Context: an optimization exercise on an open-source flow, tuned for small area. The choices shown serve that exercise and are no tape-out recipe. RTL that was checked went through simulation tests only; none was proved equivalent to the original. Power and IR drop assume default switching activity.

// Subtract
module Subtract(
	input wire n_rst,
	input wire clk,
	input wire signed [7:0] A,
	input wire signed [7:0] B,
	output wire signed [8:0] C,
	output wire signed [7:0] D,
	output wire signed [14:0] E,
	output wire signed [7:0] F
);
For scale: ~58 I/O pins, roughly 3000 um^2 of cells after synthesis.
==> module Subtract, before the edit <==
module Subtract(
	input wire n_rst,
	input wire clk,
	input wire signed [7:0] A,
	input wire signed [7:0] B,
	output wire signed [8:0] C,
	output wire signed [7:0] D,
	output wire signed [14:0] E,
	output wire signed [7:0] F
);
reg [7:0] a, b;
always@(posedge clk or negedge n_rst) begin
	if(!n_rst) begin
		a <= 8'd0;
		b <= 8'd0;
	end
	else begin
		a <= A;
		b <= B;
	end
end
assign C = {a[7], a} + {b[7], b};
assign D = a - b;
wire [8:0] b_lo = {b, 1'b0};
wire [8:0] ax = {a[7], a};       
wire [8:0] a2 = {a, 1'b0};       
wire [8:0] p [0:3];              
wire [3:0] ng;                   
genvar k;
generate
	for (k = 0; k < 4; k = k + 1) begin : booth
		wire bh = b_lo[2*k+2], bm = b_lo[2*k+1], bl = b_lo[2*k];
		wire one = bm ^ bl;
		wire two = (bh & ~bm & ~bl) | (~bh & bm & bl);
		assign p[k] = (({9{one}} & ax) | ({9{two}} & a2)) ^ {9{bh}};
		assign ng[k] = bh;
	end
endgenerate
wire [14:0] e1 = {~p[3][8], p[3][7], ~p[2][8], p[2][7], ~p[1][8], p[1][7], ~p[0][8], p[0][7:0]};
wire [14:0] e2 = {2'b01, p[3][6:5], p[2][6:5], p[1][6:0], 1'b0, ng[0]};
wire [14:0] e3 = {4'b0001, p[3][4:3], p[2][4:0], 1'b0, ng[1], 2'b00};
wire [14:0] e4 = {6'b000001, p[3][2:0], 1'b0, ng[2], 4'b0000};
wire [14:0] e5 = {8'b00000010, ng[3], 6'b000000};
assign E = e1 + e2 + e3 + e4 + e5;
wire [7:0] ua = a[7] ? -a : a;
wire [7:0] d = b ^ {8{~b[7]}};
wire cin = ~b[7];
wire [8:1] hd;
assign hd[8] = |b;
genvar j;
generate
	for (j = 7; j >= 1; j = j - 1) begin : hdc
		assign hd[j] = hd[j+1] & d[j];
	end
endgenerate
wire [7:0] q;
wire [7:0] rem [1:8];    
wire [7:0] tt [1:7];     
wire [7:0] ss [1:7];     
assign rem[8] = 8'd0;
genvar i;
generate
	for (i = 7; i >= 1; i = i - 1) begin : step
		localparam K = 8 - i;
		wire [K-1:0] t;
		if (K == 1) begin : first
			assign t = ua[7];
		end else begin : later
			assign t = {rem[i+1][K-2:0], ua[i]};
		end
		wire [K:0] s = {1'b0, t} + {1'b0, d[K-1:0]} + {{K{1'b0}}, cin};
		assign q[i] = s[K] & hd[K];
		assign tt[i] = t;
		assign ss[i] = s[K-1:0];
		assign rem[i] = q[i] ? s[K-1:0] : t;
	end
endgenerate
wire [8:0] last_s = {1'b0, ss[1][6:0], ua[0]} + {1'b0, d} + {8'd0, cin};
wire [8:0] last_t = {1'b0, tt[1][6:0], ua[0]} + {1'b0, d} + {8'd0, cin};
assign q[0] = (q[1] ? last_s[8] : last_t[8]) & hd[8];
assign F = (a[7] ^ b[7]) ? -q : q;
endmodule
export LEC_CHECK = 0
export ABC_AREA = 1
export CAP_MARGIN = 20
export CORE_MARGIN = 2
export CORE_UTILIZATION = 60
export PLACE_DENSITY = 0.75
export SLEW_MARGIN = 20
create_clock -name core_clock -period 16.0 [get_ports {clk}]
standard.sh (not shown) runs the stock make flow with config.mk's settings and CLKGATE_MAP_FILE= SYNTH_SCRIPT=/design/flow/synth_recipe.tcl, a recipe that flattens the netlist after the stock synthesis.
==> flow/flow/run.sh <==
#!/bin/bash
# Standard layout (the standard.sh) with two changes to synthesis:
#  - ABC maps with the area script in flow/abc_area.script
#  - port buffers are buf_1 cells
#  - clock tree: clkbuf_4 buffers, larger sink clusters, no dummy loads
#  - no full/half-adder cell extraction (ADDER_MAP_FILE empty), so ABC maps all logic
# The ORFS scripts are copied unchanged except for abc_area.script.
set -euo pipefail
cp -r "$FLOW_HOME/scripts" ./scripts_mod
cp flow/abc_area.script ./scripts_mod/abc_area.script
bash standard.sh SCRIPTS_DIR="$PWD/scripts_mod" ABC_AREA=1 ADDER_MAP_FILE= BUFFER_PORTS_ARGS="-buffer_cell sky130_fd_sc_hd__buf_1" CTS_ARGS="-sink_clustering_enable -repair_clock_nets -buf_list sky130_fd_sc_hd__clkbuf_4 -dont_use_dummy_load -sink_clustering_size 20 -sink_clustering_max_diameter 200" finish > standard_flow.log 2>&1
==> flow/flow/abc_area.script <==
strash
&get -n
&deepsyn -T 30
&put
dch -f
amap
topo
stime -c
Rerun with:
--- a/flow/design.v
+++ b/flow/design.v
@@ -33,6 +33,8 @@
 		wire one = bm ^ bl;
 		wire two = (bh & ~bm & ~bl) | (~bh & bm & bl);
-		assign p[k] = (({9{one}} & ax) | ({9{two}} & a2)) ^ {9{bh}};
-		assign ng[k] = bh;
+		wire neg = bh & ~(bm & bl);
+		wire [9:0] x = {ax, 1'b0} ^ {10{neg}};
+		assign p[k] = ({9{one}} & x[9:1]) | ({9{two}} & x[8:0]);
+		assign ng[k] = neg;
 	end
 endgenerate
The new run completed with no timing, DRC or antenna violations.
Hold slack improves by 0.0094 ns.
Via count grows by 4.7%.
Clock-buffer cell count stays the same.
Wire length grows by 12%.
Synthesized cell count shrinks by 0.90%.
Die area shrinks by 0.54%.
Cell count shrinks by 0.73%.
Total power grows by 3.9%.
First-iteration DRC count grows by 69%.
Setup slack improves by 0.56 ns.
Combinational power grows by about 5%.
Cell area shrinks by 1.5%.
Area after synthesis shrinks by 0.58%.
Utilization shrinks by 0.64 points.
No functional check of the RTL was part of the first run of this note.

[port drivers added, routing unchanged]
Ports are ideal in the flow. The routed layouts listed here were re-timed in OpenROAD.
Step 1 assumes that a clkbuf_16 drives the clock port and a buf_2 every other input.
Step 2 times the ports against the registers' clock, not the clock port: input delays grow and output delays shrink by t, the midpoint of the rising clock arrivals with the driver on.
a / b / c = no drivers / after step 1 / after step 2; a / b = the first two.
run	t (ns)	setup WS [ns]	worst register clock-pin slew, ns
the first run	0.316	1.591 / 1.569 / 1.885	0.09 / 0.09
the second run	0.303	2.153 / 2.135 / 2.438	0.09 / 0.09
After both steps setup and hold are still met in every run listed.
